From an optimization exercise on the open Yosys and OpenROAD flow, aimed at small area; shortcuts taken in it are not production practice.
RTL that was checked went through simulation tests only; none was proved equivalent to the original.
Power is estimated from default activity; no workload was simulated.

P:
## fir_filter
module fir_filter (
    input clk,     
    input rst,     
    input signed  [16-1 : 0] input_sig,
    input ready,
    output signed [16-1 : 0] filtred_sig
);
==> flow/config.mk <==
export PLATFORM = sky130hd
export DESIGN_NAME = fir_filter
export DESIGN_NICKNAME = fir_filter
export VERILOG_FILES = /design/flow/design.v
export SDC_FILE = /design/flow/constraint.sdc
export NUM_CORES = 4
export LEC_CHECK = 0
export ABC_AREA = 1
export CAP_MARGIN = 20
export CORE_MARGIN = 2
export CORE_UTILIZATION = 55
export GPL_TIMING_DRIVEN = 0
export SLEW_MARGIN = 20
export SYNTH_HIERARCHICAL = 1
export SYNTH_MINIMUM_KEEP_SIZE = 0
==> flow/constraint.sdc <==
create_clock -name core_clock -period 8.0 [get_ports {clk}]
set_input_delay 1.6000 -clock core_clock [delete_from_list [all_inputs] [get_ports {clk}]]
set_output_delay 1.6000 -clock core_clock [all_outputs]
set_load 0.01 [all_outputs]
standard.sh (not shown) runs the stock make flow with config.mk's settings and CLKGATE_MAP_FILE= SYNTH_SCRIPT=/design/flow/synth_recipe.tcl, a recipe that flattens the netlist after the stock synthesis.
==> flow/flow/run.sh <==
#!/bin/bash
set -e
cd "$(dirname "$0")/.."
cp standard.sh standard_sh_copy.txt
export CTS_ARGS="$(cat flow/cts_args.txt)"
export BUFFER_PORTS_ARGS="$(cat flow/buffer_ports_args.txt)"
{ echo "CTS_ARGS=$CTS_ARGS"; echo "BUFFER_PORTS_ARGS=$BUFFER_PORTS_ARGS"; } > flow_settings.log
export REMOVE_ABC_BUFFERS=1
echo "REMOVE_ABC_BUFFERS=1" >> flow_settings.log
bash standard.sh > standard.log 2>&1
==> flow/flow/buffer_ports_args.txt <==
-buffer_cell sky130_fd_sc_hd__buf_1
==> flow/flow/cts_args.txt <==
-sink_clustering_enable -repair_clock_nets -sink_buffer_max_cap_derate 1.0 -dont_use_dummy_load -buf_list sky130_fd_sc_hd__clkbuf_4 -sink_clustering_size 11 -sink_clustering_max_diameter 40
P did not stop at any stage, and its layout met the timing, design-rule and antenna checks.
Setup changes, P to R
-- flow/design.v --
<<< P, line 19
reg res_l, res_c14, res_c21;
wire accept = !rst && ready && (cnt == 7'd127);
wire [16-1 : 0] head = ring[16-1 : 0];
reg clr;               
wire [27:0] acc_sel = clr ? 28'd0 : acc;
wire csel7 = !clr && c7;
>>> R, line 19
reg res_l, res_c14, res_c21;
wire accept = !rst && ready && (cnt == 7'd127);
reg use_stage;         
wire [16-1 : 0] head = use_stage ? stage : ring[16-1 : 0];
wire clr = (ph == 8'd1);
wire [27:0] acc_sel = clr ? 28'd0 : acc;
wire csel7 = !clr && c7;
<<< P, line 26
wire csel21 = !clr && c21;
wire [6:0] kidx_n = rst ? 7'd1 : kidx + 7'd1 + {6'd0, accept};
wire pend = accept || pending;
wire ins_n = !rst && pend && (kidx_n == 7'd1);
wire pending_n = !rst && pend && !ins_n;
wire [16-1 : 0] stage_n = accept ? input_sig : stage;
wire [7:0] ph_n = rst ? 8'd129 : accept ? 8'd1 : (ph == 8'd129) ? ph : ph + 8'd1;
wire active_n = (ph_n != 8'd0) && (ph_n <= 8'd128);
>>> R, line 27
wire csel21 = !clr && c21;
wire [6:0] kidx_n = rst ? 7'd1 : kidx + 7'd1 + {6'd0, accept};
wire pending_n = rst ? 1'b0 : accept ? 1'b1 : use_stage ? 1'b0 : pending;
wire [7:0] ph_n = rst ? 8'd129 : accept ? 8'd1 : (ph == 8'd129) ? ph : ph + 8'd1;
wire active_n = (ph_n != 8'd0) && (ph_n <= 8'd128);
<<< P, line 607
wire [27:0] sum = {fs206, fs205, fs204, fs203, fs202, fs201, fs200, fs199, fs198, fs197, fs196, fs195, fs194, fs193, fs192, fs191, fs190, fs189, fs188, fs187, fs186, fs185, fs184, fs183, fs182, fs181, fs180, hs27};
always @(posedge clk) begin
    ring <= {head, ring[128*16-1 : 2*16], ins_n ? stage_n : ring[2*16-1 : 16]};
    acc <= sum;
    c7 <= cout7;
>>> R, line 605
wire [27:0] sum = {fs206, fs205, fs204, fs203, fs202, fs201, fs200, fs199, fs198, fs197, fs196, fs195, fs194, fs193, fs192, fs191, fs190, fs189, fs188, fs187, fs186, fs185, fs184, fs183, fs182, fs181, fs180, hs27};
always @(posedge clk) begin
    ring <= {head, ring[128*16-1 : 16]};
    acc <= sum;
    c7 <= cout7;
<<< P, line 615
    kidx <= kidx_n;
    ph <= ph_n;
    clr <= accept;
    pending <= pending_n;
    stage <= stage_n;
    if (rst)
        cnt <= 7'd127;
    else if (ready)
        cnt <= cnt + 7'd1;
    if (accept) begin
        res <= sum[27:12];
>>> R, line 613
    kidx <= kidx_n;
    ph <= ph_n;
    pending <= pending_n;
    use_stage <= pending_n && (kidx_n == 7'd1);
    if (rst)
        cnt <= 7'd127;
    else if (ready)
        cnt <= cnt + 7'd1;
    if (accept)
        stage <= input_sig;
    if (accept) begin
        res <= sum[27:12];
As far as area after synthesis is concerned, R and P perform about the same. Total power density per cell area ended up 16% lower on R than on P. R and P ended up with roughly the same via total after detailed routing. Summary — area occupied by multi-input gates, R relative to P: lower, by about 1.8%. Compared with P, R shows final area that has gone up slightly. Diff P and R: longest individual stage delay on the worst path lower in R. The final reports for R and P show critical path depth higher in the former. As far as xor-xnor portion of the synthesized cell area is concerned, P and R perform about the same. Total power of R is lower than that of P. Compared R vs P, and switching power of the nets is down in R. Cmp R vs P: fill cell total of the finished layout lower in R. Going from P to R, the non-clock buffer count was found to have gone up by 39%. Delta (R minus P): combinational group share of total power saw a decrease, fraction of standard cell area in multi-input logic saw a decrease.
No functional check of the RTL was part of P.

[static timing again, ports no longer ideal]
No port has a modelled driver above. Below, the same layouts with a new extraction and two added sets of constraints. Step 1 assumes that a clkbuf_16 drives the clock port and a buf_2 every other input. Step 2 also shifts input and output timing later by t, the mid clock arrival at the registers, as if the neighbouring blocks saw the same clock. Three values: ideal, step 1, step 2; two values: the first two.
run	t, ns	setup WS [ns]	latest minus earliest clock arrival (ns)
P	1.058	0.842 / 0.842 / 0.842	0.115 / 0.115
R	1.083	0.326 / 0.326 / 0.326	0.144 / 0.143
After both steps every run listed still meets setup and hold.
